This is an optimization exercise on Yosys and OpenROAD, whose aim is small area and a short achievable clock period, not a production implementation. Where RTL was checked, it was by simulation tests only, not by an equivalence proof against the original.

// counters
module counters(
input wire sysclk,
input wire foo_card,
input wire wfoo0_baz,
input wire wfoo0_blrb,
input wire wfoo0_zz1pb,
input wire [31:0] wfoo0_turn,
input wire debct_baz,
input wire debct_blrb,
input wire debct_zz1pb,
input wire debct_bar,
input wire [31:0] debct_turn,
input wire Z0_bar,
input wire Z0_baz,
input wire Z0_blrb,
input wire Z0_zz1pb,
input wire [31:0] Z0_turn,
input wire Y1_bar,
input wire Y1_baz,
input wire Y1_blrb,
input wire Y1_zz1pb,
input wire [31:0] Y1_turn,
input wire X2_bar,
input wire X2_baz,
input wire X2_blrb,
input wire X2_zz1pb,
input wire [31:0] X2_turn,
input wire W3_bar,
input wire W3_baz,
input wire W3_blrb,
input wire W3_zz1pb,
input wire [31:0] W3_turn,
output wire Z0_cwm,
output wire [31:0] Z0,
output wire Y1_cwm,
output wire [31:0] Y1,
output wire X2_cwm,
output wire [31:0] X2,
output wire W3_cwm,
output wire [31:0] W3,
output reg wfoo0_cwm,
output wire [31:0] wfoo0_llwln,
output wire debct_cwm,
output reg debct_pull,
output wire [31:0] debct,
output wire wdfilecardA2P
);
For scale: about 1400 cells after synthesis, ~210 flip-flops, roughly 0.012 mm^2 of cells after synthesis.
Settings: LEC_CHECK=0, CAP_MARGIN=20, CORE_MARGIN=2, CORE_UTILIZATION=40, SETUP_SLACK_MARGIN=1.4, SLEW_MARGIN=20; clock period 3.3 ns.
standard.sh (not shown) runs the stock make flow with config.mk's settings and CLKGATE_MAP_FILE= SYNTH_SCRIPT=/design/flow/synth_recipe.tcl, a recipe that flattens the netlist after the stock synthesis.
==> flow/flow/run.sh <==
#!/bin/bash
# The standard layout (standard.sh), with these changes:
#  - port buffers use the smallest buffer cell (buf_1) instead of the default choice;
#  - if flow/dont_use.txt exists, it replaces the platform's don't-use list
#    (it repeats the platform's list and adds slow wide OR/NOR cells);
#  - if flow/abc.script exists, synthesis is synth_recipe.tcl unchanged except that
#    Yosys's abc call runs that ABC script (flow/synth.tcl);
#  - if flow/post_gpl.tcl exists, it runs after global placement (sizes output port buffers);
#  - each line of flow/make_args.txt (if it exists) is passed to make as VAR=value.
set -uo pipefail
export BUFFER_PORTS_ARGS="-buffer_cell sky130_fd_sc_hd__buf_1"
args=()
if [[ -s flow/dont_use.txt ]]; then
  args+=("DONT_USE_CELLS=$(tr '\n' ' ' < flow/dont_use.txt)")
fi
if [[ -s flow/abc.script ]]; then
  export MY_ABC_SCRIPT="$PWD/flow/abc.script"
  args+=("SYNTH_SCRIPT=$PWD/flow/synth.tcl")
fi
if [[ -s flow/post_gpl.tcl ]]; then
  export POST_GLOBAL_PLACE_TCL="$PWD/flow/post_gpl.tcl"
fi
if [[ -s flow/make_args.txt ]]; then
  while IFS= read -r line; do
    [[ -n "$line" ]] && args+=("$line")
  done < flow/make_args.txt
fi
printf '%s\n' "${args[@]}" > run_args.log
bash standard.sh "${args[@]}" finish > standard.log 2>&1
Other scripts of this flow, unchanged in this note and not shown: flow/flow/abc.script, flow/flow/dont_use.txt, flow/flow/make_args.txt, flow/flow/synth.tcl
Rerun with:
--- a/flow/design.v
+++ b/flow/design.v
@@ -124,31 +124,28 @@
   assign c_b[29] = c_z0_28;
   assign c_b[30] = c_z0_29;
   assign c_b[31] = c_z0_30;
   wire c_up0 = ~cnt[1] & c_z2_3 & c_z4_7 & c_z8_15 & c_z16_31;
   wire c_zero = c_b[31] & ~cnt[31];
   wire is_one = c_up0 & cnt[0];
   wire turn_nz = |turn;
   wire run = armed & blrb;
-  reg nz;
-  wire at_zero = ~nz;
+  wire at_zero = c_zero;
   wire load = baz | (run & bar & at_zero);
   wire dec = run & (bar | ~cwm);
   wire shot = ~baz & run & ~bar & ~cwm & is_one;
   assign expire = (~baz & run & bar & at_zero) | shot;
   always @(posedge clk, posedge rst) begin
     if (rst) begin
       cnt <= 32'd0;
-      nz <= 1'b0;
       cwm <= 1'b0;
       armed <= 1'b0;
     end else begin
       cnt <= load ? turn : cnt ^ ({32{dec}} & c_b);
-      nz <= load ? turn_nz : dec ? ~is_one : nz;
       if (baz) armed <= turn_nz;
       else if (shot) armed <= 1'b0;
       if (~zz1pb) cwm <= 1'b0;
       else if (expire) cwm <= 1'b1;
     end
   end
 endmodule
 module counters(
@@ -328,37 +325,33 @@
   assign w_b[28] = w_z0_27;
   assign w_b[29] = w_z0_28;
   assign w_b[30] = w_z0_29;
   assign w_b[31] = w_z0_30;
   wire w_up0 = ~wd_cnt[1] & w_z2_3 & w_z4_7 & w_z8_15 & w_z16_31;
   wire w_zero = w_b[31] & ~wd_cnt[31];
   wire wd_turn_nz = |wfoo0_turn;
   wire wd_run = wd_armed & wfoo0_blrb;
-  reg wd_nz;
-  wire wd_at_zero = ~wd_nz;
-  wire wd_is_one = w_up0 & wd_cnt[0];
+  wire wd_at_zero = w_zero;
   wire wd_load = wfoo0_baz | (wd_run & wd_at_zero);
   wire wd_hit = ~wfoo0_baz & wd_run & wd_at_zero;
   assign wfoo0_llwln = wd_cnt;
   assign wdfilecardA2P = wd_a2p;
   always @(posedge sysclk, posedge foo_card) begin
     if (foo_card) begin
       wd_cnt <= 32'd0;
-      wd_nz <= 1'b0;
       wd_armed <= 1'b0;
       wd_mark <= 1'b0;
       wd_a2p <= 1'b0;
       wfoo0_cwm <= 1'b0;
       debct_pull <= 1'b0;
     end else begin
       debct_pull <= debct_exp;
       wd_a2p <= wd_hit & wd_mark;
       wd_cnt <= wd_load ? wfoo0_turn : wd_cnt ^ ({32{wd_run}} & w_b);
-      wd_nz <= wd_load ? wd_turn_nz : wd_run ? ~wd_is_one : wd_nz;
       if (wfoo0_baz) wd_armed <= ~wd_at_zero;
       else if (wd_hit & wd_mark) wd_armed <= 1'b0;
       if (wfoo0_baz) wd_mark <= 1'b0;
       else if (wd_hit) wd_mark <= 1'b1;
       if (~wfoo0_zz1pb) wfoo0_cwm <= 1'b0;
       else if (wd_hit & ~wd_mark) wfoo0_cwm <= 1'b1;
     end
   end
=> The changed run completed with no timing, DRC or antenna violations; core utilization climbs by 6.2 points; first-iteration DRC count rises by about 6%; wire length went up by about 7%; final area rises by 9.0%; critical path depth goes up by 9.
For the first run of this note, only the layout was checked, not whether the RTL still works.

[separate check: timing with driven ports]
How much do the figures lean on ideal ports? The routed layouts below were timed once more, with nothing changed but the port constraints.
Step 1: set_driving_cell puts a clkbuf_16 on sysclk and a buf_2 on each other input, an assumption about the parent block.
Step 2 adds t to the input delays and takes it off the output delays; t is the mean of the earliest and latest rising clock arrival at the registers after step 1. Input paths then give back, and output paths get back, about the clock's delay inside the block.
Three values: no drivers, after step 1, after step 2; two values: the first two.
run	shift t [ns]	slack for setup (ns)	worst setup path at the end	slew at the worst register clock pin (ns)	worst slew at a driven data input, ns
the first run	0.522	1.472 / 1.424 / 1.127	input to register	0.09 / 0.09	0.09
the second run	0.517	1.358 / 1.342 / 1.033	input to register	0.09 / 0.09	0.10
After both steps every run listed still meets setup and hold. The setup slack of the first run, which loses most, moves by -0.048 ns with the drivers and by -0.345 ns with both steps.
